Background: an optimization exercise with open tools, aiming at small area. Do not read the settings as production practice.
At most, simulation tests tie the RTL to the original design; equivalence was not proved.
Only the layout flow was run in run 1; the RTL was not checked for function there.
Power figures rest on the tool's default switching activity, not on a simulated workload.

File: flow/run.sh
#!/bin/bash
# Layout flow: the standard flow, except that synthesis maps the combinational
# logic with the area-oriented ABC script in flow/abc.script (flow/synth.tcl is
# synth_recipe.tcl with only that change). Each tool's output goes to a log here.
set -euo pipefail
W=$(pwd)
export MY_ABC_SCRIPT=$W/flow/abc.script
make -C "$FLOW_HOME" DESIGN_CONFIG=$W/config.mk WORK_HOME=$W/orfs CLKGATE_MAP_FILE= \
    SYNTH_SCRIPT=$W/flow/synth.tcl synth > $W/synth.log 2>&1
bash standard.sh > $W/layout.log 2>&1
File: flow/abc.script
&get -n
&st
&dch
&nf -R 1000
&put
File: flow/synth.tcl
# The standard flow's synthesis (synth_recipe.tcl) with one change: the ABC script that maps the
# combinational logic is the one in the file named by MY_ABC_SCRIPT.
proc synth {args} { yosys synth -nofsm -noshare {*}$args }
proc abc {args} {
  set i [lsearch -exact $args -script]
  if { $i >= 0 } {
    set args [lreplace $args [expr {$i + 1}] [expr {$i + 1}] $::env(MY_ABC_SCRIPT)]
  }
  set j [lsearch -exact $args -D]
  if { $j >= 0 } {
    set args [lreplace $args $j [expr {$j + 1}]]
  }
  yosys abc {*}$args
}
source $::env(SCRIPTS_DIR)/synth.tcl
# left out here: clear keep_hierarchy, flatten, clean up, hide names made inside functions, write 1_2_yosys.v
File: standard.sh
#!/bin/bash
# synth_recipe.tcl (not shown) runs the flow's synth.tcl, then flattens the netlist and writes it again
# the make line also repeats each setting of config.mk as NAME=value (left out here)
make -C /OpenROAD-flow-scripts/flow DESIGN_CONFIG=/design/flow/config.mk WORK_HOME=/design/flow/orfs CLKGATE_MAP_FILE= SYNTH_SCRIPT=/design/flow/synth_recipe.tcl "${@:-finish}"
File: config.mk
export PLATFORM = sky130hd
export DESIGN_NAME = R_CPU
export DESIGN_NICKNAME = R_CPU
export VERILOG_FILES = /design/flow/design.v
export SDC_FILE = /design/flow/constraint.sdc
export NUM_CORES = 4
export LEC_CHECK = 0
export ABC_CLOCK_PERIOD_IN_PS = 10000
export CAP_MARGIN = 20
export CORE_MARGIN = 2
export CORE_UTILIZATION = 40
export SLEW_MARGIN = 20
File: constraint.sdc
create_clock -name core_clock -period 14.0 [get_ports {clk}]
set_input_delay 2.8000 -clock core_clock [delete_from_list [all_inputs] [get_ports {clk}]]
set_output_delay 2.8000 -clock core_clock [all_outputs]
set_load 0.01 [all_outputs]
File: design.v
`timescale 1ns / 1ps
module LCA_32(
    input [31:0] A,
    input [31:0] B,
    input C0,
    output [31:0] F,
    output C2
    );
    assign {C2, F} = A + B + C0;
endmodule
`timescale 1ns / 1ps
module ALU(
    input op_add,
    input op_sub,
    input op_and,
    input op_or,
    input op_xor,
    input op_nor,
    input op_sltu,
    input op_sll,
    input [31:0] A,
    input [31:0] B,
    output [31:0] F,
    output ZF,
    output OF
    );
    wire sub = op_sub | op_sltu;
    wire [31:0] Bx = B ^ {32{sub}};
    wire [31:0] S;
    wire cout;
    LCA_32 adder(.A(A), .B(Bx), .C0(sub), .F(S), .C2(cout));
    wire [31:0] sh = (|A[31:5]) ? 32'd0 : (B << A[4:0]);
    assign F = ({32{op_add | op_sub}} & S)
             | ({32{op_and}} & (A & B))
             | ({32{op_or}}  & (A | B))
             | ({32{op_xor}} & (A ^ B))
             | ({32{op_nor}} & ~(A | B))
             | {31'd0, op_sltu & ~cout}
             | ({32{op_sll}} & sh);
    assign OF = (op_add | op_sub) & (A[31] == Bx[31]) & (S[31] != A[31]);
    assign ZF = ~|F;
endmodule
`timescale 1ns / 1ps
module RegisterFile(
    input [4:0] R_Addr_A, input [4:0] R_Addr_B, input [4:0] W_Addr, input [31:0] W_Data,
    input reset, input clk, input Write_Reg, output [31:0] R_Data_A, output [31:0] R_Data_B);
    reg [31:0] valid;
    wire [31:0] wsel = Write_Reg ? (32'd1 << W_Addr) : 32'd0;
    always @(posedge clk or posedge reset)
        if (reset) valid <= 32'd0; else valid <= valid | {wsel[31:1], 1'b0};
    wire [31:0] q [0:31];
    assign q[0] = 32'd0;
    genvar i;
    generate for (i = 1; i < 32; i = i + 1) begin : r
        reg [31:0] d;
        always @(posedge clk) if (wsel[i]) d <= W_Data;
        assign q[i] = d;
    end endgenerate
    assign R_Data_A = valid[R_Addr_A] ? q[R_Addr_A] : 32'd0;
    assign R_Data_B = valid[R_Addr_B] ? q[R_Addr_B] : 32'd0;
endmodule
`timescale 1ns / 1ps
module decode(
    input [5:0] OP,
    input [5:0] func,
    output op_add,
    output op_sub,
    output op_and,
    output op_or,
    output op_xor,
    output op_nor,
    output op_sltu,
    output op_sll,
    output Write_Wire
    );
    wire r = (OP == 6'b000000);
    assign op_add  = r & (func == 6'b100000);
    assign op_sub  = r & (func == 6'b100010);
    assign op_and  = r & (func == 6'b100100);
    assign op_or   = r & (func == 6'b100101);
    assign op_xor  = r & (func == 6'b100110);
    assign op_nor  = r & (func == 6'b100111);
    assign op_sltu = r & (func == 6'b101011);
    assign op_sll  = r & (func == 6'b000100);
    assign Write_Wire = op_add | op_sub | op_and | op_or | op_xor | op_nor | op_sltu | op_sll;
endmodule
`timescale 1ns / 1ps
module fetch(
    input clk,
    input reset,
    output [31:0] PC
    );
    reg [31:2] PC_reg;
    always @(posedge clk or posedge reset) begin
        if (reset)
            PC_reg <= 30'd0;
        else
            PC_reg <= PC_reg + 30'd1;
    end
    assign PC = {PC_reg, 2'b00};
endmodule
`timescale 1ns / 1ps
module R_CPU(
    input clk,
    input reset,
    input [31:0] Inst_code,
    output [31:0] PC,
    output [31:0] ALU_F,
    output OF,
    output ZF
    );
    wire [4:0] rs = Inst_code[25:21];
    wire [4:0] rt = Inst_code[20:16];
    wire [4:0] rd = Inst_code[15:11];
    wire [31:0] A, B, F;
    wire op_add, op_sub, op_and, op_or, op_xor, op_nor, op_sltu, op_sll, wr;
    fetch fetch_inst(.clk(clk), .reset(reset), .PC(PC));
    decode decode_inst(
        .OP(Inst_code[31:26]), .func(Inst_code[5:0]),
        .op_add(op_add), .op_sub(op_sub), .op_and(op_and), .op_or(op_or),
        .op_xor(op_xor), .op_nor(op_nor), .op_sltu(op_sltu), .op_sll(op_sll),
        .Write_Wire(wr)
    );
    RegisterFile RF_inst(
        .R_Addr_A(rs), .R_Addr_B(rt), .W_Addr(rd), .W_Data(F),
        .reset(reset), .clk(clk), .Write_Reg(wr),
        .R_Data_A(A), .R_Data_B(B)
    );
    ALU ALU_inst(
        .op_add(op_add), .op_sub(op_sub), .op_and(op_and), .op_or(op_or),
        .op_xor(op_xor), .op_nor(op_nor), .op_sltu(op_sltu), .op_sll(op_sll),
        .A(A), .B(B), .F(F), .OF(OF), .ZF(ZF)
    );
    assign ALU_F = F;
endmodule
==> key figures, run 1 <==
Outcome
  – Run status: no timing/DRC/antenna violations

Die
  – Die ar.: 0.122 mm²
  – Core area: 0.118 mm²
  – # IOs: 100
  – Initial Util: 0.404
  – Die H: 349 µm
  – Rows: roughly 130
  – Die X: ~350 µm

Place
  – RePlAce Congestion: approximately 0.97
  – Area after DPL: between 0.05 and 0.06 mm²
  – Dpl cells: roughly 5400
  – Post-DP HPWL: approximately 130000 µm
  – Port bufs: 92

Global routing
  – GRT overflow: 0
  – Vias in the first global route: approximately 38000
  – First-pass GRT wire length: between 200000 and 300000 µm
  – Initial antenna violation count: 3
  – Total GRT Usage: 0.327
  – Largest net degree at the start of global routing: just over 60

Clocking
  – Clock slew at reported path FFs: approximately 0.070 ns
  – Total CTS buffers: between 100 and 150
  – Clock root buffer: clkbuf_16
  – CTS max path bufs: 3
  – CTS H-tree lvls: 3
  – CTS tree: yes
  – Hold bufs inserted after CTS: 0
  – Post-CTS Setup Repair Bufs: 0
  – Resized Gates After CTS: 0
  – Clk Latency, worst-skew pair: 0.71 ns
  – Sink Count: approximately 1100

STA
  – Layout Skew: 0.0500 ns
  – Max Fclk: ~73 MHz
  – Endpoints failing hold: 0
  – Slew @ Worst Pin: around 1.3 ns
  – Pins Over Slew Limit: 0
  – Final setup viols: 0
  – Fin crit period: between 10 and 15 ns
  – Period utilization: 0.981
  – Slew HR: 0.137

Layout
  – Design area: ~0.057 mm²
  – Share of cells above drive strength 1: 0.145
  – Max FFs per register: 992
  – Non-Filler Instances: roughly 5500
  – Fillers: around 10000
  – Post-layout nets: between 4000 and 5000
  – Area growth from synthesis to layout: 20.1%

Route
  – Routed WL: 205000 µm
  – Vias per inst: a little over 7
  – Via count: between 40000 and 50000
  – WL per Instance: between 30 and 40 µm
  – ANT nets after route: 0
  – Total iterations of the first detailed-routing run: 12
  – 1st-iter DRT viols: approximately 8000
  – DRC: 0

Worst setup path
  – Critical path buffer and inverter count: 5
  – Worst EP required: 11.20 ns
  – CP max-delay cell: a21boi_0
  – Worst EP arrival: between 10 and 15 ns
  – CP Capture Type: output port
  – Crit Path Class: in -> out
  – Crit-path leading delay family: simple AND/OR/NAND/NOR gates
  – Worst Path Max Fanout: 17
  – Slowest stage delay, CP: roughly 0.62 ns
  – Most common cell on crit path: nand3_1
  – CP Launch Type: input port

Power and ir drop
  – Cell-internal power: between 5 and 6 mW
  – Sequential power share: 0.515
  – Tot Pwr: ~6.7 mW
  – Static Leak: about 21 nW
  – Clock group share of total power: 0.428
  – Logic gate share of total power: 0.056
  – PD cells: about 120 mW/mm²
  – Switch Pwr: around 1.5 mW
  – Switch share: 0.225
  – Max VDD drop: approximately 0.097 mV

Logic synthesis
  – Register area share after synthesis: 0.657
  – EDFF count, synth: 992
  – Synth warnings: 2
  – Xor/xnor share of the synthesized area: 0.0134
  – Post-synthesis mux area share: 0.00937
  – Syn_area_per_cell: 13.9 µm²
  – Count leader, synth: edfxtp_1
  – Synth Area in Compound Gates: 0.192
  – Post-Synth Simple-Gate Area: 0.0952
  – Ys flop type: edfxtp_1
  – Yosys reg bits: around 1100
  – Yosys top cell area share: 0.625
  – Synth area leader: edfxtp_1
  – Netlist cell types: between 50 and 60
  – Adder-cell share of the synthesized area: 0.0259
  – Share of synthesized flip-flops with an asynchronous set or reset: 0.0579
  – Cell area after synthesis: ~0.048 mm²
  – Post-Synthesis Cells: about 3400
  – Post-synth top cells: edfxtp_1, a222oi_1, a22oi_1
  – Top cells by area, synth: edfxtp_1, a222oi_1, a22oi_1, dfrtp_1, ha_1
  – Largest family of logic cells by synthesized area: compound AO/OA/AOI/OAI gates

Job
  – Max-Cap Viols: 0

Worst hold path
  – Hold Path Class: reg -> reg
==> worst register-to-register path: stages, from the launching register on <==
cell and delay [ns]:
edfxtp_1 0.45, a222oi_1 0.48, nand4_1 0.31, a2111oi_1 0.58, buf_4 0.22, a41oi_2 0.24, ha_1 0.48, nand2_1 0.08
o21ai_1 0.21, nand3_1 0.11, nand2_1 0.11, nand3_1 0.12, nand3_1 0.11, nand2_1 0.09, or3_1 0.31, o211ai_1 0.15
a21oi_1 0.17, or3_1 0.33, o211ai_1 0.15, a21oi_1 0.18, nor3_1 0.19, or3_1 0.14, nand3_1 0.11, nand3_4 0.13
buf_4 0.37
==> stage by stage <==
step	util	hold WS [ns]	TNS [ns]	setup WS [ns]
after detailed placement	0.455	0.475	0	0.312
after CTS	0.484	0.488	0	0.263
final	0.485	0.482	0	0.265
after floorplan	-	0.466	0	0.293
after global routing	0.485	0.498	-0.0395	-0.0395
after global placement	0.455	0.461	0	0.197
==> power by group through the flow <==
stage,clock network [mW],logic (mW),registers (mW)
after floorplan,0,0.168,3.51
after global placement,0,0.356,3.51
after detailed placement,0,0.358,3.51
after CTS,2.87,0.359,3.44
after global routing,2.99,0.388,3.44
final,2.86,0.375,3.44
==> path summary, 6_finish.rpt <==
| path | endpoint | start | depth (start not counted) | slack (ns) |
|---|---|---|---|---|
| setup reg to reg | RF_inst.r[18].d[30] | RF_inst.r[20].d[3] | 24 | 7.87 |
| min in group asynchronous | fetch_inst.PC_reg[31] | reset | 3 | 2.64 |
| hold / removal | fetch_inst.PC_reg[31] | fetch_inst.PC_reg[31] | 1 | 0.48 |
| hold reg to reg | fetch_inst.PC_reg[31] | fetch_inst.PC_reg[31] | 1 | 0.48 |
| max in group asynchronous | RF_inst.valid[8] | reset | 3 | 10.83 |
| setup / recovery | ZF | Inst_code[19] | 30 | 0.26 |
==> kinds of logic (layout without fill, tap and decap cells) <==
family / count (synthesis) / in the layout
AND/OR/NAND/NOR: 941 / 941
AO/OA/AOI/OAI: 1149 / 1149
adder cells (fa/ha/maj): 98 / 98
XOR/XNOR: 73 / 73
buffers and inverters: 79 / 650
flip-flops: 1053 / 1053
multiplexers: 44 / 44
other: 1 / 5
==> final cells by class <==
type                            count  area (µm²)  share of cell area
Antenna cell                        3        7.51            0.000131
Clock buffer                      124        2760              0.0483
Clock inverter                     71         683              0.0119
Inverter                           77         290             0.00507
Multi-Input combinational cell   2307       17100               0.298
Sequential cell                  1053       31300               0.547
Tap cell                         1536        1920              0.0336
Timing Repair Buffer              378        3190              0.0557
==> cells in the final DEF, fill, tap and decap left out, drive strengths merged, types with 16 or more instances in the layout <==
master / count
nand2: 242
o21ai: 113
buf: 287
xor2: 50
a221oi: 109
mux2i: 39
ha: 97
clkinv: 123
nor4: 32
or2: 40
dfrtp: 61
nand4: 105
a22oi: 262
nor3: 104
clkdlybuf4s50: 91
edfxtp: 992
o22ai: 26
and3: 19
clkbuf: 124
a222oi: 330
xnor2: 23
a22o: 99
a21oi: 116
nand3: 136
nor2: 196
nand2b: 16
==> metal layers <==
metal	wire length (µm)	global-route usage	vias to the layer above
met4	14300	0.180	0
met3	30400	0.106	844
li1	-	-	16000
met2	86700	0.486	3522
met5	0	0	-
met1	73200	0.422	19600
==> run 2, diff against run 1 <==
--- a/design.v
+++ b/design.v
@@ -1,12 +1,39 @@
 `timescale 1ns / 1ps
 module LCA_32(
-    input [31:0] A,
-    input [31:0] B,
+    input [31:0] g,
+    input [31:0] t,
     input C0,
-    output [31:0] F,
-    output C2
+    output [32:0] c
     );
-    assign {C2, F} = A + B + C0;
+    wire [7:0] G, P;
+    assign c[0] = C0;
+    genvar i, j;
+    generate
+        for (j = 0; j < 8; j = j + 1) begin : grp
+            assign G[j] = g[4*j+3] | (t[4*j+3] & g[4*j+2]) | (t[4*j+3] & t[4*j+2] & g[4*j+1])
+                        | (t[4*j+3] & t[4*j+2] & t[4*j+1] & g[4*j]);
+            assign P[j] = t[4*j+3] & t[4*j+2] & t[4*j+1] & t[4*j];
+            for (i = 0; i < 3; i = i + 1) begin : b
+                assign c[4*j+i+1] = g[4*j+i] | (t[4*j+i] & c[4*j+i]);
+            end
+        end
+    endgenerate
+    wire G10 = G[1] | (P[1] & G[0]);
+    wire P10 = P[1] & P[0];
+    wire G32 = G[3] | (P[3] & G[2]);
+    wire P32 = P[3] & P[2];
+    wire G54 = G[5] | (P[5] & G[4]);
+    wire P54 = P[5] & P[4];
+    wire G76 = G[7] | (P[7] & G[6]);
+    wire P76 = P[7] & P[6];
+    assign c[4]  = G[0] | (P[0] & c[0]);
+    assign c[8]  = G10 | (P10 & c[0]);
+    assign c[12] = G[2] | (P[2] & c[8]);
+    assign c[16] = G32 | (P32 & c[8]);
+    assign c[20] = G[4] | (P[4] & c[16]);
+    assign c[24] = G54 | (P54 & c[16]);
+    assign c[28] = G[6] | (P[6] & c[24]);
+    assign c[32] = G76 | (P76 & c[24]);
 endmodule
 `timescale 1ns / 1ps
 module ALU(
@@ -25,19 +52,25 @@
     output OF
     );
     wire sub = op_sub | op_sltu;
+    wire arith = op_add | op_sub;
     wire [31:0] Bx = B ^ {32{sub}};
-    wire [31:0] S;
-    wire cout;
-    LCA_32 adder(.A(A), .B(Bx), .C0(sub), .F(S), .C2(cout));
-    wire [31:0] sh = (|A[31:5]) ? 32'd0 : (B << A[4:0]);
-    assign F = ({32{op_add | op_sub}} & S)
-             | ({32{op_and}} & (A & B))
-             | ({32{op_or}}  & (A | B))
-             | ({32{op_xor}} & (A ^ B))
-             | ({32{op_nor}} & ~(A | B))
-             | {31'd0, op_sltu & ~cout}
-             | ({32{op_sll}} & sh);
-    assign OF = (op_add | op_sub) & (A[31] == Bx[31]) & (S[31] != A[31]);
+    wire [31:0] g = A & Bx;
+    wire [31:0] t = A | Bx;
+    wire [31:0] p = A ^ Bx;
+    wire [32:0] c;
+    LCA_32 carry(.g(g), .t(t), .C0(sub), .c(c));
+    wire big = |A[31:5];
+    wire [31:0] s0 = A[0] ? {B[30:0], 1'b0} : B;
+    wire [31:0] s1 = A[1] ? {s0[29:0], 2'b0} : s0;
+    wire [31:0] s2 = A[2] ? {s1[27:0], 4'b0} : s1;
+    wire [31:0] s3 = A[3] ? {s2[23:0], 8'b0} : s2;
+    wire [31:0] s4 = A[4] ? {s3[15:0], 16'b0} : s3;
+    wire shen = op_sll & ~big;
+    wire xa = arith | op_xor;
+    assign F = ({32{xa}} & (p ^ ({32{arith}} & c[31:0])))
+             | ({32{op_and}} & g) | ({32{op_or}} & t) | ({32{op_nor}} & ~t)
+             | ({32{shen}} & s4) | {31'd0, op_sltu & ~c[32]};
+    assign OF = arith & (A[31] == Bx[31]) & (p[31] ^ c[31] ^ A[31]);
     assign ZF = ~|F;
 endmodule
 `timescale 1ns / 1ps
==> flow/run.sh (replaced) <==
#!/bin/bash
# Layout flow: the standard ORFS flow with these changes:
#  - synthesis maps the combinational logic with the area-oriented ABC script
#    flow/abc.script (flow/synth.tcl is synth_recipe.tcl with only that change),
#    and does not pre-map full/half adders (ADDER_MAP_FILE empty);
#  - clock tree synthesis uses the buffers in flow/cts_bufs and no dummy loads.
# Each tool's output goes to a log file in this folder.
set -euo pipefail
W=$(pwd)
export MY_ABC_SCRIPT=$W/flow/abc.script
CTS_BUFS=$(cat $W/flow/cts_bufs)
make -C "$FLOW_HOME" DESIGN_CONFIG=$W/config.mk WORK_HOME=$W/orfs CLKGATE_MAP_FILE= \
    SYNTH_SCRIPT=$W/flow/synth.tcl ADDER_MAP_FILE= synth > $W/synth.log 2>&1
make -C "$FLOW_HOME" DESIGN_CONFIG=$W/config.mk WORK_HOME=$W/orfs CLKGATE_MAP_FILE= \
    SYNTH_SCRIPT=$W/flow/synth.tcl ADDER_MAP_FILE= \
    CTS_ARGS="-sink_clustering_enable -repair_clock_nets -dont_use_dummy_load -buf_list {$CTS_BUFS}" \
    finish > $W/layout.log 2>&1
R=$W/orfs/results/sky130hd/R_CPU/base
: # left out here: write the final layout as DEF
==> flow/cts_bufs (new file) <==
sky130_fd_sc_hd__clkbuf_4 sky130_fd_sc_hd__clkbuf_8
--- a/config.mk
+++ b/config.mk
@@ -8,5 +8,5 @@
 export ABC_CLOCK_PERIOD_IN_PS = 10000
 export CAP_MARGIN = 20
 export CORE_MARGIN = 2
-export CORE_UTILIZATION = 40
+export CORE_UTILIZATION = 55
 export SLEW_MARGIN = 20
==> run 2 against run 1 <==
Net effect: cell count is 12% lower; non-clock buffer count is 7 lower; clock-buffer cell count is 44 higher; first-iteration DRC count is 1.4% higher; sequential share of layout area is 3.2 points higher; global-route usage is 9.1 points higher; worst hold slack worse by 0.0063 ns; via count is 4.6% lower; synthesized cell count is 4.6% lower.
==> key figures, run 2 <==
Worst setup path
  – CP Capture Type: output port (unchanged)
  – Worst EP arrival: 11.00 ns (was 10.94 ns)
  – Critical path buffer and inverter count: 8 (was 5)
  – Crit Path Class: in -> out (unchanged)
  – CP max-delay cell: nor3_2 (was a21boi_0)
  – Slowest stage delay, CP: 0.83 ns (was 0.62 ns)
  – Worst Path Max Fanout: 16 (was 17)
  – Worst EP required: 11.20 ns (about the same)
  – Crit-path leading delay family: simple AND/OR/NAND/NOR gates (unchanged)
  – CP Launch Type: input port (unchanged)
  – Most common cell on crit path: buf_4 (was nand3_1)

Logic synthesis
  – Yosys reg bits: 1053 (unchanged)
  – Cell area after synthesis: 0.0463 mm² (was 0.0476 mm²)
  – Count leader, synth: edfxtp_1 (unchanged)
  – Register area share after synthesis: 0.676 (was 0.657)
  – Synth warnings: 2 (unchanged)
  – Yosys top cell area share: 0.643 (was 0.625)
  – Syn_area_per_cell: 14.1 µm² (was 13.9 µm²)
  – Post-synth top cells: edfxtp_1, a222oi_1, nand2_1 (was edfxtp_1, a222oi_1, a22oi_1)
  – Post-Synthesis Cells: 3281 (was 3438)
  – Ys flop type: edfxtp_1 (unchanged)
  – Synth area leader: edfxtp_1 (unchanged)
  – Share of synthesized flip-flops with an asynchronous set or reset: 0.0579 (unchanged)
  – Top cells by area, synth: edfxtp_1, a222oi_1, a22oi_1, dfrtp_1, a221oi_1 (was edfxtp_1, a222oi_1, a22oi_1, dfrtp_1, ha_1)
  – Netlist cell types: 56 (was 59)
  – EDFF count, synth: 992 (unchanged)

STA
  – Final setup viols: 0 (unchanged)
  – Fin Setup TNS: 0 ns (unchanged)
  – Layout Skew: 0.0913 ns (was 0.0500 ns)
  – Slew HR: 0.202 (was 0.137)
  – Period utilization: 0.986 (was 0.981)
  – Fin crit period: 13.80 ns (was 13.74 ns)
  – Pins Over Slew Limit: 0 (unchanged)
  – RSZ-0062 raised after global routing: no
  – Max Fclk: 72.5 MHz (was 72.8 MHz)
  – Endpoints failing hold: 0 (unchanged)
  – Slew @ Worst Pin: 1.19 ns (was 1.29 ns)

Layout
  – Share of cells above drive strength 1: 0.147 (was 0.145)
  – Area growth from synthesis to layout: 16.8% (was 20.1%)
  – Most frequent cells in the layout: edfxtp_1, a222oi_1, nand2_1 (was edfxtp_1, a222oi_1, buf_4)
  – Max FFs per register: 992 (unchanged)
  – Non-Filler Instances: 4906 (was 5549)
  – Commonest non-fill, non-tap cell in the layout: edfxtp_1 (unchanged)
  – Post-layout nets: 3855 (was 4054)
  – Design area: 0.0541 mm² (was 0.0572 mm²)
  – Fillers: 6175 (was 10100)

Die
  – Rows: 106 (was 126)
  – Die ar.: 0.0866 mm² (was 0.122 mm²)
  – Core area: 0.0836 mm² (was 0.118 mm²)
  – Initial Util: 0.554 (was 0.404)
  – Die H: 294 µm (was 349 µm)
  – Die X: 294 µm (was 349 µm)
  – # IOs: 100 (unchanged)

Worst hold path
  – Hold Path Class: reg -> reg (unchanged)

Clocking
  – Clock root buffer: clkbuf_8 (was clkbuf_16)
  – CTS H-tree lvls: 4 (was 3)
  – CTS max path bufs: 3 (unchanged)
  – Total CTS buffers: 168 (was 105)
  – Sink Count: 1053 (unchanged)
  – Clk Latency, worst-skew pair: 0.86 ns (was 0.71 ns)
  – CTS tree: yes (unchanged)
  – Clock slew at reported path FFs: 0.05 ns (was 0.07 ns)

Global routing
  – Vias in the first global route: 36700 (was 37900)
  – GRT overflow: 0 (unchanged)
  – Initial antenna violation count: 21 (was 3)
  – Total GRT Usage: 0.418 (was 0.327)
  – Largest net degree at the start of global routing: 62 (unchanged)
  – First-pass GRT wire length: 256000 µm (was 283000 µm)

Route
  – Met1 WL: 63000 µm (was 73200 µm)
  – Met3 routed WL: 29300 µm (was 30400 µm)
  – Total iterations of the first detailed-routing run: 13 (was 12)
  – DRC: 0 (unchanged)
  – Vias per inst: 7.78 (was 7.21)
  – WL per Instance: 37.4 µm (was 36.9 µm)
  – Via count: 38100 (was 40000)
  – Highest routed layer: met5 (was met4)
  – 1st-iter DRT viols: 8263 (was 8147)
  – Routed WL: 183000 µm (was 205000 µm)
  – ANT nets after route: 0 (unchanged)
  – WL met2: 81400 µm (was 86700 µm)

Power and ir drop
  – Static Leak: 18.8 nW (was 20.6 nW)
  – Tot Pwr: 6.05 mW (was 6.67 mW)
  – PD cells: 112 mW/mm² (was 117 mW/mm²)
  – Max VDD drop: 0.114 mV (was 0.0968 mV)

Place
  – Dpl cells: 4731 (was 5351)
  – RePlAce Congestion: 1.04 (was 0.967)
  – Port bufs: 92 (unchanged)
  – Post-DP HPWL: 123000 µm (was 133000 µm)
  – Area after DPL: 0.0517 mm² (was 0.0537 mm²)

Outcome
  – Run status: no timing/DRC/antenna violations (unchanged)

Job
  – Max-Cap Viols: 0 (unchanged)
==> run 2: cell count changes after synthesis, moves of 25 or more <==
cell,before,now
ha_1,97,0
a21oi_1,116,69
nand4_1,105,80
clkinv_1,77,21
a22oi_1,262,232
==> run 2: what timing repair did <==
item,in CTS,in global routing
hold buffers,0,0
buffers inserted,0,0
endpoints found under the setup margin,0,1
resized for setup,0,7
==> run 2: worst paths after layout <==
kind | to | cells past startpoint | slack, ns | start
worst min-delay path | fetch_inst.PC_reg[31] | 1 | 0.48 | fetch_inst.PC_reg[31]
min in group asynchronous | fetch_inst.PC_reg[7] | 3 | 2.57 | reset
worst max-delay path | ZF | 26 | 0.20 | Inst_code[21]
worst max register to register | RF_inst.r[11].d[31] | 23 | 7.70 | RF_inst.r[22].d[6]
worst min register to register | fetch_inst.PC_reg[31] | 1 | 0.48 | fetch_inst.PC_reg[31]
max in group asynchronous | RF_inst.valid[5] | 3 | 10.92 | reset
==> run 2: worst reg2reg max path, stage by stage, from the launching register on <==
cell and delay [ns]:
edfxtp_1 0.40, a22o_1 0.22, a221oi_1 0.23, nand3_1 0.41, a2111oi_0 0.75, buf_4 0.25, a41oi_1 0.28, buf_4 0.27
o22ai_1 0.21, o21ai_0 0.13, nor2_1 0.14, o21ai_0 0.14, a31oi_1 0.20, buf_4 0.20, o31a_1 0.25, o22a_1 0.23
a21oi_1 0.10, buf_4 0.15, a21oi_1 0.38, nor2_1 0.10, nor2_1 0.22, o21ai_0 0.14, o21ai_2 0.26, buf_4 0.40
==> run 2: stage by stage <==
stage / worst slack, ns / hold WS (ns) / util
after floorplan: 0.190 / 0.466 / -
after global placement: 0.284 / 0.466 / 0.619
after detailed placement: 0.337 / 0.473 / 0.619
after CTS: 0.317 / 0.483 / 0.647
after global routing: 0.00409 / 0.503 / 0.647
final: 0.203 / 0.476 / 0.647
==> run 2: logic make-up after synthesis <==
logic type | Yosys count | synth area share
AO/OA/AOI/OAI | 1116 | 0.195
flip-flops | 1053 | 0.676
AND/OR/NAND/NOR | 959 | 0.101
XOR/XNOR | 67 | 0.0127
multiplexers | 62 | 0.0135
buffers and inverters | 23 | 0.00203
other | 1 | 0.0000810
==> run 2: metal layers <==
metal | vias to the layer above | track usage
met2 | 3431 | 0.636
met1 | 18600 | 0.535
met5 | - | 0
met4 | 18 | 0.200
li1 | 15400 | -
met3 | 678 | 0.151
==> run 2: layout make-up <==
cell class | count | area, µm² | share of cell area
Sequential cell | 1053 | 31300 | 0.579
Timing Repair Buffer | 371 | 3350 | 0.0620
Antenna cell | 7 | 17.5 | 0.000324
Multi-Input combinational cell | 2206 | 15700 | 0.289
Clock buffer | 168 | 2310 | 0.0428
Inverter | 21 | 78.8 | 0.00146
Tap cell | 1080 | 1350 | 0.0250
==> run 2: power breakdown <==
part / switching, mW / total, mW / internal, mW
registers: 0.000413 / 3.47 / 3.47
logic: 0.329 / 0.449 / 0.120
clock network: 1.08 / 2.13 / 1.05
total: 1.41 / 6.05 / 4.64
==> run 3, diff against run 2 <==
==> flow/run.sh (replaced) <==
#!/bin/bash
# Layout flow: the standard ORFS flow with these changes:
#  - synthesis maps the combinational logic with the area-oriented ABC script
#    flow/abc.script (flow/synth.tcl is synth_recipe.tcl with only that change),
#    and does not pre-map full/half adders (ADDER_MAP_FILE empty);
#  - clock tree synthesis takes its arguments from flow/cts_args (small
#    buffers, small sink clusters, no dummy loads);
#  - ports are buffered with the cell named in flow/port_buf.
# Each tool's output goes to a log file in this folder.
set -euo pipefail
W=$(pwd)
export MY_ABC_SCRIPT=$W/flow/abc.script
CTS=$(cat $W/flow/cts_args)
PBUF=$(cat $W/flow/port_buf)
make -C "$FLOW_HOME" DESIGN_CONFIG=$W/config.mk WORK_HOME=$W/orfs CLKGATE_MAP_FILE= \
    SYNTH_SCRIPT=$W/flow/synth.tcl ADDER_MAP_FILE= synth > $W/synth.log 2>&1
make -C "$FLOW_HOME" DESIGN_CONFIG=$W/config.mk WORK_HOME=$W/orfs CLKGATE_MAP_FILE= \
    SYNTH_SCRIPT=$W/flow/synth.tcl ADDER_MAP_FILE= \
    CTS_ARGS="$CTS" BUFFER_PORTS_ARGS="-buffer_cell $PBUF" \
    finish > $W/layout.log 2>&1
R=$W/orfs/results/sky130hd/R_CPU/base
: # left out here: write the final layout as DEF
==> flow/cts_args (new file) <==
-sink_clustering_enable -repair_clock_nets -dont_use_dummy_load -buf_list {sky130_fd_sc_hd__clkbuf_4} -sink_clustering_size 9 -sink_clustering_max_diameter 45
==> flow/port_buf (new file) <==
sky130_fd_sc_hd__buf_1
removed: flow/cts_bufs
==> run 3 against run 2 <==
Net effect: critical path depth grew 4; global-route usage increased by 0.43 points; largest cell class unchanged; utilization shrank 2.5 points.
==> key figures, run 3 <==
Logic synthesis
  – Yosys top cell area share: 0.643 (unchanged)
  – Share of synthesized flip-flops with an asynchronous set or reset: 0.0579 (unchanged)
  – Post-synth top cells: edfxtp_1, a222oi_1, nand2_1 (unchanged)
  – Netlist cell types: 56 (unchanged)
  – Synth Area in Compound Gates: 0.195 (unchanged)
  – Post-Synth Simple-Gate Area: 0.101 (unchanged)
  – Count leader, synth: edfxtp_1 (unchanged)
  – EDFF count, synth: 992 (unchanged)
  – Adder-cell share of the synthesized area: 0 (unchanged)
  – Top cells by area, synth: edfxtp_1, a222oi_1, a22oi_1, dfrtp_1, a221oi_1 (unchanged)
  – Xor/xnor share of the synthesized area: 0.0127 (unchanged)
  – Largest family of logic cells by synthesized area: compound AO/OA/AOI/OAI gates (unchanged)
  – Cell area after synthesis: 0.0463 mm² (unchanged)
  – Register area share after synthesis: 0.676 (unchanged)
  – Synth area leader: edfxtp_1 (unchanged)
  – Syn_area_per_cell: 14.1 µm² (unchanged)
  – Post-Synthesis Cells: 3281 (unchanged)
  – Ys flop type: edfxtp_1 (unchanged)
  – Yosys reg bits: 1053 (unchanged)
  – Synth warnings: 2 (unchanged)
  – Post-synthesis mux area share: 0.0135 (unchanged)

Worst setup path
  – Slowest stage delay, CP: 0.75 ns (was 0.83 ns)
  – CP Launch Type: input port (unchanged)
  – Worst Path Max Fanout: 23 (was 16)
  – CP max-delay cell: nor4_1 (was nor3_2)
  – Worst EP required: 11.20 ns (about the same)
  – CP Capture Type: output port (unchanged)
  – Crit Path Class: in -> out (unchanged)
  – Worst EP arrival: 10.83 ns (was 11.00 ns)

Clocking
  – Post-CTS Setup Repair Bufs: 0 (unchanged)
  – CTS tree: yes (unchanged)
  – Sink Count: 1053 (unchanged)
  – Clk Latency, worst-skew pair: 1.10 ns (was 0.86 ns)
  – Clock slew at reported path FFs: 0.10 ns (was 0.05 ns)
  – Clock root buffer: clkbuf_4 (was clkbuf_8)
  – CTS H-tree lvls: 4 (unchanged)
  – Resized Gates After CTS: 0 (unchanged)
  – Total CTS buffers: 143 (was 168)
  – Hold bufs inserted after CTS: 0 (unchanged)
  – CTS max path bufs: 3 (unchanged)

Route
  – DRC: 0 (unchanged)
  – ANT nets after route: 0 (unchanged)
  – Via count: 38300 (was 38100)
  – Routed WL: 184000 µm (was 183000 µm)
  – Vias per inst: 7.91 (was 7.78)
  – 1st-iter DRT viols: 8207 (was 8263)
  – WL per Instance: 38.0 µm (was 37.4 µm)
  – Total iterations of the first detailed-routing run: 11 (was 13)

Die
  – Core area: 0.0836 mm² (unchanged)
  – # IOs: 100 (unchanged)
  – Die X: 294 µm (unchanged)
  – Die ar.: 0.0866 mm² (unchanged)
  – Initial Util: 0.554 (unchanged)
  – Die H: 294 µm (unchanged)
  – Rows: 106 (unchanged)

Layout
  – Most frequent cells in the layout: edfxtp_1, a222oi_1, nand2_1 (unchanged)
  – Area of the multi-input gates: 0.0157 mm² (about the same)
  – Share of cells above drive strength 1: 0.135 (was 0.147)
  – Fillers: 6375 (was 6175)
  – Area growth from synthesis to layout: 12.2% (was 16.8%)
  – FF+latch area: 0.0313 mm² (unchanged)
  – Post-layout nets: 3798 (was 3855)
  – Layout Utilization: 0.622 (was 0.647)
  – Max FFs per register: 992 (unchanged)
  – Commonest non-fill, non-tap cell in the layout: edfxtp_1 (unchanged)

Power and ir drop
  – Clock group share of total power: 0.273 (was 0.352)
  – Cell-internal power: 4.03 mW (was 4.64 mW)
  – Switch share: 0.246 (was 0.233)
  – Sequential power share: 0.647 (was 0.573)
  – PD cells: 103 mW/mm² (was 112 mW/mm²)
  – Switch Pwr: 1.32 mW (was 1.41 mW)
  – Static Leak: 17.9 nW (was 18.8 nW)
  – Logic gate share of total power: 0.080 (was 0.074)
  – Max VDD drop: 0.101 mV (was 0.114 mV)

Global routing
  – First-pass GRT wire length: 258000 µm (was 256000 µm)
  – Total GRT Usage: 0.423 (was 0.418)
  – Initial antenna violation count: 12 (was 21)
  – Largest net degree at the start of global routing: 62 (unchanged)
  – GRT overflow: 0 (unchanged)
  – Vias in the first global route: 36200 (was 36700)

STA
  – Period utilization: 0.974 (was 0.986)
  – Layout Skew: 0.178 ns (was 0.0913 ns)
  – Fin Setup TNS: 0 ns (unchanged)
  – Slew HR: 0.112 (was 0.202)
  – Endpoints failing hold: 0 (unchanged)
  – Fin crit period: 13.63 ns (was 13.80 ns)
  – Final setup viols: 0 (unchanged)
  – RSZ-0062 raised after global routing: no (unchanged)
  – Final setup margin: 0.367 ns (was 0.203 ns)
  – Pins Over Slew Limit: 0 (unchanged)
  – Max Fclk: 73.4 MHz (was 72.5 MHz)
  – Hold Slack: 0.508 ns (was 0.476 ns)
  – Slew @ Worst Pin: 1.30 ns (was 1.19 ns)

Place
  – Port bufs: 92 (unchanged)
  – Setup WS pre-CTS: 0.642 ns (was 0.337 ns)
  – Post-DP HPWL: 120000 µm (was 123000 µm)
  – RePlAce Congestion: 1.02 (was 1.04)

Job
  – Max-Cap Viols: 0 (unchanged)

Outcome
  – Run status: no timing/DRC/antenna violations (unchanged)

Worst hold path
  – Hold Path Class: reg -> reg (unchanged)
==> run 3: cell counts after synthesis <==
No cell type changed its count.
==> run 3: worst max-delay path: cells and delay by family <==
| family | cells | cell delay (ns) |
|---|---|---|
| buffers and inverters | 5 | 1.24 |
| xor gates and xnor gates | 2 | 0.37 |
| and+or+nand+nor | 14 | 4.29 |
| AOI/OAI and AO/OA | 9 | 2.09 |
==> run 3: worst paths after layout <==
path                                        from               endpoint  slack, ns  cells after the start
setup / recovery                   Inst_code[16]                     ZF       0.37                     30
hold / removal             fetch_inst.PC_reg[20]  fetch_inst.PC_reg[20]       0.51                      1
setup reg to reg              RF_inst.r[22].d[6]    RF_inst.r[15].d[31]       7.51                     20
hold reg to reg            fetch_inst.PC_reg[20]  fetch_inst.PC_reg[20]       0.51                      1
max in group asynchronous                  reset       RF_inst.valid[1]      11.45                      3
min in group asynchronous                  reset  fetch_inst.PC_reg[20]       1.93                      3
==> run 3: power groups by stage <==
stage	Clock [mW]	Combinational (mW)	Sequential, mW
after detailed placement	0	0.404	3.53
final	1.46	0.425	3.46
after floorplan	0	0.188	3.54
after CTS	1.46	0.405	3.46
after global placement	0	0.395	3.53
after global routing	1.57	0.440	3.46
==> run 3: cells by family after synthesis <==
logic type             count (synthesis)
other                                  1
buffers and inverters                 23
AO/OA/AOI/OAI                       1116
flip-flops                          1053
multiplexers                          62
AND/OR/NAND/NOR                      959
XOR/XNOR                              67
==> run 3: stage by stage <==
step / std cells / instance area [µm²] / power, mW
2_1_floorplan: 3282 / 46300 / 3.72
3_3_place_gp: 4696 / 50800 / 3.93
3_5_place_dp: 4697 / 50800 / 3.93
4_1_cts: 4840 / 51900 / 5.32
5_1_grt: 4844 / 51900 / 5.47
6_report: 4851 / 52000 / 5.35
==> run 3: layer usage <==
layer | vias up | share of wire | track usage
met5 | - | 0.00053 | 0
met4 | 14 | 0.044 | 0.170
met3 | 602 | 0.17 | 0.173
met2 | 3521 | 0.44 | 0.631
met1 | 18800 | 0.35 | 0.550
li1 | 15400 | - | -
==> run 3: cell type report <==
type,instances,share of cell area
sequential,1053,0.603
multi-input combinational,2206,0.302
timing repair buffer,339,0.0470
tap,1080,0.0260
clock buffer,143,0.0207
inverter,21,0.00152
antenna,9,0.000433
==> run 4, diff against run 3 <==
--- a/design.v
+++ b/design.v
@@ -64,12 +64,14 @@
     wire [31:0] s1 = A[1] ? {s0[29:0], 2'b0} : s0;
     wire [31:0] s2 = A[2] ? {s1[27:0], 4'b0} : s1;
     wire [31:0] s3 = A[3] ? {s2[23:0], 8'b0} : s2;
-    wire [31:0] s4 = A[4] ? {s3[15:0], 16'b0} : s3;
     wire shen = op_sll & ~big;
+    wire sh16 = shen & A[4];
+    wire sh00 = shen & ~A[4];
+    wire [31:0] s4 = ({32{sh16}} & {s3[15:0], 16'b0}) | ({32{sh00}} & s3);
     wire xa = arith | op_xor;
     assign F = ({32{xa}} & (p ^ ({32{arith}} & c[31:0])))
              | ({32{op_and}} & g) | ({32{op_or}} & t) | ({32{op_nor}} & ~t)
-             | ({32{shen}} & s4) | {31'd0, op_sltu & ~c[32]};
+             | s4 | {31'd0, op_sltu & ~c[32]};
     assign OF = arith & (A[31] == Bx[31]) & (p[31] ^ c[31] ^ A[31]);
     assign ZF = ~|F;
 endmodule
==> flow/run.sh (replaced) <==
#!/bin/bash
# Layout flow: the standard ORFS flow with these changes:
#  - synthesis maps the combinational logic with the area-oriented ABC script
#    flow/abc.script (flow/synth.tcl is synth_recipe.tcl with only that change),
#    and does not pre-map full/half adders (ADDER_MAP_FILE empty);
#  - the ORFS variables in flow/make_vars (one NAME=value per line) are set
#    for every step: clock tree arguments (small buffers, small sink clusters,
#    no dummy loads), the port buffer cell, and area recovery after global
#    routing.
# Each tool's output goes to a log file in this folder.
set -euo pipefail
W=$(pwd)
export MY_ABC_SCRIPT=$W/flow/abc.script
VARS=()
while IFS= read -r line; do
    [[ -z "$line" || "$line" == \#* ]] && continue
    VARS+=("$line")
done < $W/flow/make_vars
make -C "$FLOW_HOME" DESIGN_CONFIG=$W/config.mk WORK_HOME=$W/orfs CLKGATE_MAP_FILE= \
    SYNTH_SCRIPT=$W/flow/synth.tcl ADDER_MAP_FILE= synth > $W/synth.log 2>&1
make -C "$FLOW_HOME" DESIGN_CONFIG=$W/config.mk WORK_HOME=$W/orfs CLKGATE_MAP_FILE= \
    SYNTH_SCRIPT=$W/flow/synth.tcl ADDER_MAP_FILE= "${VARS[@]}" \
    finish > $W/layout.log 2>&1
R=$W/orfs/results/sky130hd/R_CPU/base
: # left out here: write the final layout as DEF
==> flow/make_vars (new file) <==
CTS_ARGS=-sink_clustering_enable -repair_clock_nets -dont_use_dummy_load -buf_list {sky130_fd_sc_hd__clkbuf_4} -sink_clustering_size 9 -sink_clustering_max_diameter 45
BUFFER_PORTS_ARGS=-buffer_cell sky130_fd_sc_hd__buf_1
RECOVER_POWER=100
removed: flow/cts_args
removed: flow/port_buf
==> run 4 against run 3 <==
Net effect: the layout now fails its checks (max-capacitance violations, max-slew violations); global-route usage grew 0.55 points; clock-buffer cell count is the same; first-iteration DRC count grew 2.4%; area after synthesis shrank 0.38%; setup slack lost 0.12 ns; via count shrank 1.4%; clock power is essentially flat; utilization shrank 0.50 points; synthesized cell count shrank 2.0%; cell count shrank 1.7%; worst hold slack lost 0.0054 ns; register-to-register slack lost 1.6 ns; critical endpoint unchanged.
==> key figures, run 4 <==
Place
  – Port bufs: 92 (unchanged)
  – Post-DP HPWL: 120000 µm (about the same)
  – RePlAce Congestion: 0.996 (was 1.02)
  – Setup WS pre-CTS: 0.901 ns (was 0.642 ns)

Global routing
  – Initial antenna violation count: 12 (unchanged)
  – Largest net degree at the start of global routing: 62 (unchanged)
  – GRT overflow: 0 (unchanged)
  – First-pass GRT wire length: 261000 µm (was 258000 µm)
  – Total GRT Usage: 0.428 (was 0.423)
  – Vias in the first global route: 35900 (was 36200)

Power and ir drop
  – Switch Pwr: 1.30 mW (was 1.32 mW)
  – Switch share: 0.244 (was 0.246)
  – Clock group share of total power: 0.273 (about the same)
  – PD cells: 103 mW/mm² (about the same)
  – Cell-internal power: 4.02 mW (was 4.03 mW)
  – Logic gate share of total power: 0.077 (was 0.080)
  – Sequential power share: 0.650 (was 0.647)
  – Tot Pwr: 5.31 mW (was 5.35 mW)
  – Static Leak: 17.4 nW (was 17.9 nW)
  – Max VDD drop: 0.0803 mV (was 0.101 mV)

Layout
  – Area of the multi-input gates: 0.0154 mm² (was 0.0157 mm²)
  – Share of cells above drive strength 1: 0.110 (was 0.135)
  – Commonest non-fill, non-tap cell in the layout: edfxtp_1 (unchanged)
  – FF+latch area: 0.0313 mm² (unchanged)
  – Most frequent cells in the layout: edfxtp_1, a222oi_1, nand2_1 (unchanged)
  – Max FFs per register: 992 (unchanged)
  – Post-layout nets: 3706 (was 3798)
  – Area growth from synthesis to layout: 11.5% (was 12.2%)
  – Fillers: 6369 (was 6375)

Route
  – DRC: 0 (unchanged)
  – Vias per inst: 7.93 (was 7.91)
  – Routed WL: 186000 µm (was 184000 µm)
  – ANT nets after route: 0 (unchanged)
  – 1st-iter DRT viols: 8400 (was 8207)
  – Via count: 37800 (was 38300)
  – Total iterations of the first detailed-routing run: 13 (was 11)
  – WL per Instance: 39.1 µm (was 38.0 µm)

Worst setup path
  – Crit Path Class: in -> out (unchanged)
  – Worst Path Max Fanout: 23 (unchanged)
  – R2R depth: 23 (was 20)
  – Worst EP required: 11.20 ns (about the same)
  – Worst EP arrival: 10.95 ns (was 10.83 ns)
  – CP Launch Type: input port (unchanged)
  – CP Capture Type: output port (unchanged)

STA
  – Endpoints failing hold: 0 (unchanged)
  – Final setup viols: 0 (unchanged)
  – Hold Slack: 0.503 ns (was 0.508 ns)
  – Fin crit period: 13.75 ns (was 13.63 ns)
  – Fin Setup TNS: 0 ns (unchanged)
  – Layout Skew: 0.115 ns (was 0.178 ns)
  – Max Fclk: 72.7 MHz (was 73.4 MHz)
  – Slew HR: -1.33 (was 0.112)
  – RSZ-0062 raised after global routing: no (unchanged)
  – Slew @ Worst Pin: 3.49 ns (was 1.30 ns)
  – Period utilization: 0.982 (was 0.974)
  – Pins Over Slew Limit: 1688 (was 0)
  – Final setup margin: 0.246 ns (was 0.367 ns)

Clocking
  – Total CTS buffers: 143 (unchanged)
  – CTS max path bufs: 3 (unchanged)
  – Clock root buffer: clkbuf_4 (unchanged)
  – Hold bufs inserted after CTS: 0 (unchanged)
  – Clk Latency, worst-skew pair: 1.13 ns (was 1.10 ns)
  – CTS H-tree lvls: 4 (unchanged)
  – Sink Count: 1053 (unchanged)
  – Clock slew at reported path FFs: 0.09 ns (was 0.10 ns)
  – CTS tree: yes (unchanged)
  – Resized Gates After CTS: 0 (unchanged)
  – Post-CTS Setup Repair Bufs: 0 (unchanged)

Die
  – Rows: 106 (unchanged)
  – Initial Util: 0.553 (was 0.554)
  – # IOs: 100 (unchanged)
  – Die ar.: 0.0862 mm² (was 0.0866 mm²)
  – Die X: 294 µm (about the same)
  – Core area: 0.0834 mm² (was 0.0836 mm²)
  – Die H: 294 µm (about the same)

Logic synthesis
  – Ys flop type: edfxtp_1 (unchanged)
  – Count leader, synth: edfxtp_1 (unchanged)
  – Register area share after synthesis: 0.679 (was 0.676)
  – Post-Synthesis Cells: 3217 (was 3281)
  – Post-synth top cells: edfxtp_1, a222oi_1, nand2_1 (unchanged)
  – Yosys top cell area share: 0.646 (was 0.643)
  – Share of synthesized flip-flops with an asynchronous set or reset: 0.0579 (unchanged)
  – Top cells by area, synth: edfxtp_1, a222oi_1, a22oi_1, dfrtp_1, nand2_1 (was edfxtp_1, a222oi_1, a22oi_1, dfrtp_1, a221oi_1)
  – Syn_area_per_cell: 14.3 µm² (was 14.1 µm²)
  – Cell area after synthesis: 0.0461 mm² (was 0.0463 mm²)
  – Yosys reg bits: 1053 (unchanged)
  – Synth warnings: 2 (unchanged)
  – Synth area leader: edfxtp_1 (unchanged)
  – Netlist cell types: 56 (unchanged)
  – EDFF count, synth: 992 (unchanged)

Outcome
  – Layout Check Failures: max-capacitance violations, max-slew violations
  – Run status: failed layout checks (was no timing/DRC/antenna violations)

Job
  – Max-Cap Viols: 51 (was 0)

Worst hold path
  – Hold Path Class: reg -> reg (unchanged)
  – WHS Path Cells: 1 (unchanged)
==> run 4: cell count changes in the layout (fill, tap and decap cells not counted), moves of 12 or more <==
cell,change
buf_4,-103
clkbuf_1,+61
o21ai_0,-34
a222oi_1,+31
nor2_1,-26
mux2i_1,+20
buf_12,+18
a22oi_1,-16
a221oi_1,-14
a22o_1,-13
nand4_1,-13
and3_1,-12
==> run 4: final cells by class <==
type                            instances  share of cell area
Clock buffer                          143              0.0209
Sequential cell                      1053               0.609
Multi-Input combinational cell       2146               0.299
Inverter                               17             0.00124
Tap cell                             1080              0.0263
Timing Repair Buffer                  311              0.0435
Antenna cell                           17            0.000827
==> run 4: critical path, cell delays in order <==
cell and delay [ns]:
clkbuf_1 0.40, buf_4 0.38, and3_1 0.19, buf_4 0.28
clkbuf_1 0.39, a222oi_1 0.37, nand3_1 0.31, a2111oi_2 1.07
a41oi_1 0.43, nor4_1 0.65, nand2_1 0.15, nor4_1 0.41
nor2b_1 1.02, buf_4 0.43, nand3_1 0.12, nand2_1 0.09
a21oi_1 0.04, o31ai_1 0.23, nor3_1 0.14, nand4b_1 0.15
or3_1 0.17, nor4_1 0.08, nand3_1 0.18, nor4_2 0.05
buf_4 0.22, buf_1 0.14
==> run 4: stage by stage <==
stage | utilization | cells | area [µm²]
after CTS | 0.620 | 4750 | 51700
after global routing | 0.617 | 4759 | 51400
final | 0.617 | 4767 | 51500
after floorplan | - | 3218 | 46200
after detailed placement | 0.607 | 4607 | 50600
after global placement | 0.607 | 4607 | 50600
==> run 4: cells by family after synthesis <==
kind of cell,synth area share
compound gates,0.190
flops,0.679
simple gates,0.0985
mux,0.0189
xor+xnor,0.0121
buf+inv,0.00171
other cells,0.0000813
==> run 4: path summary, 6_finish.rpt <==
path / start / endpoint / slack, ns
max: Inst_code[25] / ZF / 0.25
min: fetch_inst.PC_reg[30] / fetch_inst.PC_reg[30] / 0.50
max reg2reg: RF_inst.r[22].d[0] / RF_inst.r[16].d[29] / 5.90
min reg2reg: fetch_inst.PC_reg[30] / fetch_inst.PC_reg[30] / 0.50
max in group asynchronous: reset / RF_inst.valid[14] / 8.92
min in group asynchronous: reset / fetch_inst.PC_reg[23] / 3.03
==> run 4: power groups by stage <==
stage | Clock, mW | Combinational [mW] | Sequential (mW)
finish | 1.45 | 0.408 | 3.45
global route | 1.57 | 0.418 | 3.46
CTS | 1.45 | 0.396 | 3.45
detailed placement | 0 | 0.395 | 3.52
global placement | 0 | 0.387 | 3.52
floorplan | 0 | 0.177 | 3.53
==> run 4: routing by layer <==
layer	GRT usage	vias up	wire length, µm
met4	0.175	0	8970
met1	0.573	18500	64900
li1	-	15100	-
met2	0.632	3612	80800
met5	0	-	0
met3	0.163	644	31700
==> run 5, diff against run 4 <==
--- a/design.v
+++ b/design.v
@@ -76,23 +76,66 @@
     assign ZF = ~|F;
 endmodule
 `timescale 1ns / 1ps
+module rf_sel3(
+    input s0, input d0,
+    input s1, input d1,
+    input s2, input d2,
+    output y
+    );
+    assign y = ~((s0 & d0) | (s1 & d1) | (s2 & d2));
+endmodule
+module rf_join(
+    input [9:0] y,
+    input s31, input d31,
+    output o
+    );
+    assign o = ~(&y) | (s31 & d31);
+endmodule
 module RegisterFile(
-    input [4:0] R_Addr_A, input [4:0] R_Addr_B, input [4:0] W_Addr, input [31:0] W_Data,
-    input reset, input clk, input Write_Reg, output [31:0] R_Data_A, output [31:0] R_Data_B);
-    reg [31:0] valid;
+    input [4:0] R_Addr_A,
+    input [4:0] R_Addr_B,
+    input [4:0] W_Addr,
+    input [31:0] W_Data,
+    input reset,
+    input clk,
+    input Write_Reg,
+    output [31:0] R_Data_A,
+    output [31:0] R_Data_B
+    );
+    reg [31:1] valid;
     wire [31:0] wsel = Write_Reg ? (32'd1 << W_Addr) : 32'd0;
-    always @(posedge clk or posedge reset)
-        if (reset) valid <= 32'd0; else valid <= valid | {wsel[31:1], 1'b0};
-    wire [31:0] q [0:31];
-    assign q[0] = 32'd0;
-    genvar i;
-    generate for (i = 1; i < 32; i = i + 1) begin : r
-        reg [31:0] d;
-        always @(posedge clk) if (wsel[i]) d <= W_Data;
-        assign q[i] = d;
-    end endgenerate
-    assign R_Data_A = valid[R_Addr_A] ? q[R_Addr_A] : 32'd0;
-    assign R_Data_B = valid[R_Addr_B] ? q[R_Addr_B] : 32'd0;
+    wire [31:0] asel = (32'd1 << R_Addr_A) & {valid, 1'b0};
+    wire [31:0] bsel = (32'd1 << R_Addr_B) & {valid, 1'b0};
+    always @(posedge clk or posedge reset) begin
+        if (reset)
+            valid <= 31'd0;
+        else
+            valid <= valid | wsel[31:1];
+    end
+    wire [31:0] q [1:31];
+    genvar i, k;
+    generate
+        for (i = 1; i < 32; i = i + 1) begin : r
+            reg [31:0] d;
+            always @(posedge clk)
+                if (wsel[i])
+                    d <= W_Data;
+            assign q[i] = d;
+        end
+        for (k = 0; k < 32; k = k + 1) begin : bt
+            wire [9:0] ya, yb;
+            for (i = 0; i < 10; i = i + 1) begin : g
+                rf_sel3 ua(.s0(asel[3*i+1]), .d0(q[3*i+1][k]),
+                           .s1(asel[3*i+2]), .d1(q[3*i+2][k]),
+                           .s2(asel[3*i+3]), .d2(q[3*i+3][k]), .y(ya[i]));
+                rf_sel3 ub(.s0(bsel[3*i+1]), .d0(q[3*i+1][k]),
+                           .s1(bsel[3*i+2]), .d1(q[3*i+2][k]),
+                           .s2(bsel[3*i+3]), .d2(q[3*i+3][k]), .y(yb[i]));
+            end
+            rf_join ja(.y(ya), .s31(asel[31]), .d31(q[31][k]), .o(R_Data_A[k]));
+            rf_join jb(.y(yb), .s31(bsel[31]), .d31(q[31][k]), .o(R_Data_B[k]));
+        end
+    endgenerate
 endmodule
 `timescale 1ns / 1ps
 module decode(
--- a/flow/run.sh
+++ b/flow/run.sh
@@ -1,16 +1,18 @@
 #!/bin/bash
 # Layout flow: the standard ORFS flow with these changes:
-#  - synthesis maps the combinational logic with the area-oriented ABC script
-#    flow/abc.script (flow/synth.tcl is synth_recipe.tcl with only that change),
-#    and does not pre-map full/half adders (ADDER_MAP_FILE empty);
+#  - synthesis (flow/synth.tcl, synth_recipe.tcl with two changes) first turns
+#    the instances of the modules in flow/cellmap.v into the standard cells
+#    given there, then maps the rest of the combinational logic with the
+#    area-oriented ABC script flow/abc.script; it does not pre-map full/half
+#    adders (ADDER_MAP_FILE empty);
 #  - the ORFS variables in flow/make_vars (one NAME=value per line) are set
 #    for every step: clock tree arguments (small buffers, small sink clusters,
-#    no dummy loads), the port buffer cell, and area recovery after global
-#    routing.
+#    no dummy loads) and the port buffer cell.
 # Each tool's output goes to a log file in this folder.
 set -euo pipefail
 W=$(pwd)
 export MY_ABC_SCRIPT=$W/flow/abc.script
+export MY_CELLMAP=$W/flow/cellmap.v
 VARS=()
 while IFS= read -r line; do
     [[ -z "$line" || "$line" == \#* ]] && continue
==> flow/cellmap.v (new file) <==
// Maps each rf_sel3 instance to one sky130 a222oi cell, which computes the
// same function: Y = !((A1 & A2) | (B1 & B2) | (C1 & C2)).
module rf_sel3(input s0, input d0, input s1, input d1, input s2, input d2, output y);
    sky130_fd_sc_hd__a222oi_1 _TECHMAP_REPLACE_ (
        .A1(d0), .A2(s0), .B1(d1), .B2(s1), .C1(d2), .C2(s2), .Y(y));
endmodule

// Maps each rf_join instance to four NANDs and an OR:
// o = !(y0&y1&y2&y3) | !(y4&y5&y6&y7) | !(y8 & y9 & !(s31&d31)).
module rf_join(input [9:0] y, input s31, input d31, output o);
    wire n31, t0, t1, t2;
    sky130_fd_sc_hd__nand2_1 u31 (.A(s31), .B(d31), .Y(n31));
    sky130_fd_sc_hd__nand4_1 u0 (.A(y[0]), .B(y[1]), .C(y[2]), .D(y[3]), .Y(t0));
    sky130_fd_sc_hd__nand4_1 u1 (.A(y[4]), .B(y[5]), .C(y[6]), .D(y[7]), .Y(t1));
    sky130_fd_sc_hd__nand3_1 u2 (.A(y[8]), .B(y[9]), .C(n31), .Y(t2));
    sky130_fd_sc_hd__or3_1 _TECHMAP_REPLACE_ (.A(t0), .B(t1), .C(t2), .X(o));
endmodule
==> flow/make_vars (replaced) <==
CTS_ARGS=-sink_clustering_enable -repair_clock_nets -dont_use_dummy_load -buf_list {sky130_fd_sc_hd__clkbuf_4} -sink_clustering_size 8 -sink_clustering_max_diameter 45
BUFFER_PORTS_ARGS=-buffer_cell sky130_fd_sc_hd__buf_1
--- a/flow/synth.tcl
+++ b/flow/synth.tcl
@@ -1,6 +1,15 @@
-# The standard flow's synthesis (synth_recipe.tcl) with one change: the ABC script that maps the
+# The standard flow's synthesis (synth_recipe.tcl) with two changes: the instances of the
+# modules in the file named by MY_CELLMAP are mapped to the standard cells given
+# there before synthesis starts, and the ABC script that maps the rest of the
 # combinational logic is the one in the file named by MY_ABC_SCRIPT.
-proc synth {args} { yosys synth -nofsm -noshare {*}$args }
+set ::cellmap_done 0
+proc synth {args} {
+  if { !$::cellmap_done } {
+    yosys techmap -map $::env(MY_CELLMAP)
+    set ::cellmap_done 1
+  }
+  yosys synth -nofsm -noshare {*}$args
+}
 proc abc {args} {
   set i [lsearch -exact $args -script]
   if { $i >= 0 } {
==> run 5 against run 4 <==
Net effect: non-clock buffer count decreased by 64; die area down 2.4%; area after synthesis fell by 2.4%; sequential power shrank 2%; utilization shrank 0.36 points; worst hold slack got worse by 0.024 ns; now clean on timing, DRC and antenna; fmax grew 3.3%; sequential share of layout area increased by 2.3 points; clock-buffer cell count grew 10; critical path type unchanged.
==> key figures, run 5 <==
STA
  – Final setup viols: 0 (unchanged)
  – Hold Slack: 0.479 ns (was 0.503 ns)
  – Period utilization: 0.951 (was 0.982)
  – RSZ-0062 raised after global routing: no (unchanged)
  – Slew @ Worst Pin: 1.03 ns (was 3.49 ns)
  – Endpoints failing hold: 0 (unchanged)
  – Max Fclk: 75.1 MHz (was 72.7 MHz)
  – Final setup margin: 0.686 ns (was 0.246 ns)
  – Fin Setup TNS: 0 ns (unchanged)
  – Layout Skew: 0.184 ns (was 0.115 ns)
  – Pins Over Slew Limit: 0 (was 1688)
  – Slew HR: 0.311 (was -1.33)
  – Fin crit period: 13.31 ns (was 13.75 ns)

Worst setup path
  – CP Launch Type: input port (unchanged)
  – Worst Path Max Fanout: 32 (was 23)
  – Worst EP arrival: 10.51 ns (was 10.95 ns)
  – CP Capture Type: output port (unchanged)
  – Worst EP required: 11.20 ns (about the same)
  – Slowest stage delay, CP: 0.70 ns (was 1.07 ns)
  – CP max-delay cell: a2111oi_0 (was a2111oi_2)
  – Crit Path Class: in -> out (unchanged)
  – Crit-path leading delay family: simple AND/OR/NAND/NOR gates (unchanged)
  – Critical path buffer and inverter count: 4 (was 7)

Logic synthesis
  – EDFF count, synth: 992 (unchanged)
  – Xor/xnor share of the synthesized area: 0.0132 (was 0.0121)
  – Synth area leader: edfxtp_1 (unchanged)
  – Count leader, synth: edfxtp_1 (unchanged)
  – Ys flop type: edfxtp_1 (unchanged)
  – Adder-cell share of the synthesized area: 0 (unchanged)
  – Synth warnings: 2 (unchanged)
  – Post-Synthesis Cells: 2963 (was 3217)
  – Post-synth top cells: edfxtp_1, a222oi_1, nand2_1 (unchanged)
  – Yosys reg bits: 1053 (unchanged)
  – Yosys top cell area share: 0.662 (was 0.646)
  – Largest family of logic cells by synthesized area: compound AO/OA/AOI/OAI gates (unchanged)
  – Share of synthesized flip-flops with an asynchronous set or reset: 0.0579 (unchanged)
  – Post-Synth Simple-Gate Area: 0.104 (was 0.0985)
  – Cell area after synthesis: 0.0450 mm² (was 0.0461 mm²)
  – Synth Area in Compound Gates: 0.174 (was 0.190)
  – Syn_area_per_cell: 15.2 µm² (was 14.3 µm²)
  – Top cells by area, synth: edfxtp_1, a222oi_1, dfrtp_1, nand4_1, nand2_1 (was edfxtp_1, a222oi_1, a22oi_1, dfrtp_1, nand2_1)
  – Register area share after synthesis: 0.696 (was 0.679)
  – Post-synthesis mux area share: 0.0111 (was 0.0189)
  – Netlist cell types: 60 (was 56)

Route
  – WL per Instance: 40.5 µm (was 39.1 µm)
  – Routed WL: 179000 µm (was 186000 µm)
  – DRC: 0 (unchanged)
  – Vias per inst: 8.16 (was 7.93)
  – ANT nets after route: 0 (unchanged)
  – Total iterations of the first detailed-routing run: 15 (was 13)
  – Via count: 36100 (was 37800)
  – 1st-iter DRT viols: 8658 (was 8400)

Clocking
  – Resized Gates After CTS: 0 (unchanged)
  – Post-CTS Setup Repair Bufs: 0 (unchanged)
  – CTS tree: yes (unchanged)
  – Hold bufs inserted after CTS: 0 (unchanged)
  – Clk Latency, worst-skew pair: 1.10 ns (was 1.13 ns)
  – CTS max path bufs: 3 (unchanged)
  – CTS H-tree lvls: 4 (unchanged)
  – Clock slew at reported path FFs: 0.08 ns (was 0.09 ns)
  – Total CTS buffers: 153 (was 143)
  – Clock root buffer: clkbuf_4 (unchanged)
  – Sink Count: 1053 (unchanged)

Layout
  – Area growth from synthesis to layout: 10.1% (was 11.5%)
  – Share of cells above drive strength 1: 0.117 (was 0.110)
  – Commonest non-fill, non-tap cell in the layout: edfxtp_1 (unchanged)
  – Post-layout nets: 3398 (was 3706)
  – Layout Utilization: 0.613 (was 0.617)
  – Fillers: 6176 (was 6369)
  – Max FFs per register: 992 (unchanged)
  – Design area: 0.0496 mm² (was 0.0515 mm²)
  – Most frequent cells in the layout: edfxtp_1, a222oi_1, nand2_1 (unchanged)

Place
  – Area after DPL: 0.0484 mm² (was 0.0506 mm²)
  – RePlAce Congestion: 0.977 (was 0.996)
  – Post-DP HPWL: 111000 µm (was 120000 µm)
  – Setup WS pre-CTS: 0.948 ns (was 0.901 ns)
  – Port bufs: 92 (unchanged)

Global routing
  – Total GRT Usage: 0.419 (was 0.428)
  – Largest net degree at the start of global routing: 62 (unchanged)
  – Vias in the first global route: 35200 (was 35900)
  – GRT overflow: 0 (unchanged)
  – Initial antenna violation count: 19 (was 12)
  – First-pass GRT wire length: 251000 µm (was 261000 µm)

Die
  – Die H: 290 µm (was 294 µm)
  – # IOs: 100 (unchanged)
  – Die ar.: 0.0842 mm² (was 0.0862 mm²)
  – Rows: 104 (was 106)
  – Core area: 0.0808 mm² (was 0.0834 mm²)
  – Die X: 290 µm (was 294 µm)
  – Initial Util: 0.557 (was 0.553)

Job
  – Max-Cap Viols: 0 (was 51)

Power and ir drop
  – Max VDD drop: 0.0710 mV (was 0.0803 mV)
  – PD cells: 99.5 mW/mm² (was 103 mW/mm²)
  – Static Leak: 14.5 nW (was 17.4 nW)

Worst hold path
  – Hold Path Class: reg -> reg (unchanged)

Outcome
  – Run status: no timing/DRC/antenna violations (was failed layout checks)
[run 5: final cells by class]
class | count | area [µm²] | share of cell area
antenna | 5 | 12.5 | 0.000252
clock buffer | 153 | 1150 | 0.0232
inverter | 12 | 45.0 | 0.000909
multi-input combinational | 1897 | 14200 | 0.287
sequential | 1053 | 31300 | 0.632
tap | 1060 | 1330 | 0.0268
timing repair buffer | 247 | 1510 | 0.0305
[run 5: logic make-up (layout without fill, tap and decap cells)]
kind of cell,after synthesis,in the layout
XOR/XNOR,68,68
other,1,7
flip-flops,1053,1053
multiplexers,45,45
AND/OR/NAND/NOR,917,917
AO/OA/AOI/OAI,865,865
buffers and inverters,14,412
[run 5: path summary, 6_finish.rpt]
check | from | end | slack (ns) | cells past startpoint
min | fetch_inst.PC_reg[31] | fetch_inst.PC_reg[31] | 0.48 | 1
max reg2reg | RF_inst.valid[4] | RF_inst.r[23].d[31] | 6.74 | 25
max | Inst_code[19] | ZF | 0.69 | 27
max in group asynchronous | reset | RF_inst.valid[9] | 11.47 | 3
min reg2reg | fetch_inst.PC_reg[31] | fetch_inst.PC_reg[31] | 0.48 | 1
min in group asynchronous | reset | RF_inst.valid[11] | 1.94 | 3
[run 5: per-layer routing]
layer | vias to the layer above | track usage | wire [µm]
met5 | - | 0 | 66
met4 | 10 | 0.253 | 12600
met3 | 683 | 0.123 | 28200
met2 | 3420 | 0.628 | 78500
met1 | 17600 | 0.543 | 59800
li1 | 14400 | - | -
[run 5: per-stage QoR]
step	total power, mW	std cells
floorplan	3.48	2964
global placement	3.51	4268
detailed placement	3.51	4268
CTS	4.93	4421
global route	5.06	4424
finish	4.93	4427
[run 5: where the power goes]
group | switching [mW] | leakage (nW) | internal (mW)
Clock | 0.991 | 0.704 | 0.501
Combinational | 0.0398 | 5.99 | 0.0116
Sequential | 0.000421 | 7.80 | 3.39
Total | 1.03 | 14.5 | 3.90

## afterwards: timing with drivers on the ports
No port has a modelled driver above. Below, the same layouts with a new extraction and two added sets of constraints. Step 1 sets driving cells, clkbuf_16 on the clock port and buf_2 on the other inputs (assumed; they add their load-dependent delay and slew). Step 2 also shifts input and output timing later by t, the mid clock arrival at the registers, as if the neighbouring blocks saw the same clock. a / b / c = ideal / step 1 / step 2; a / b = the first two.
run | shift t [ns] | setup WS [ns] | worst setup path at the end | worst data-port slew with drivers (ns)
run 1 | 0.762 | 0.265 / 0.241 / 0.241 | input to output | 0.04
run 2 | 0.879 | 0.203 / 0.180 / 0.180 | input to output | 0.04
run 3 | 1.075 | 0.367 / 0.343 / 0.343 | input to output | 0.04
run 4 | 1.142 | 0.246 / 0.223 / 0.223 | input to output | 0.17
run 5 | 1.069 | 0.686 / 0.657 / 0.657 | input to output | 0.09
The setup slack of run 5, which loses most, moves by -0.029 ns with the drivers and by -0.029 ns with both steps.
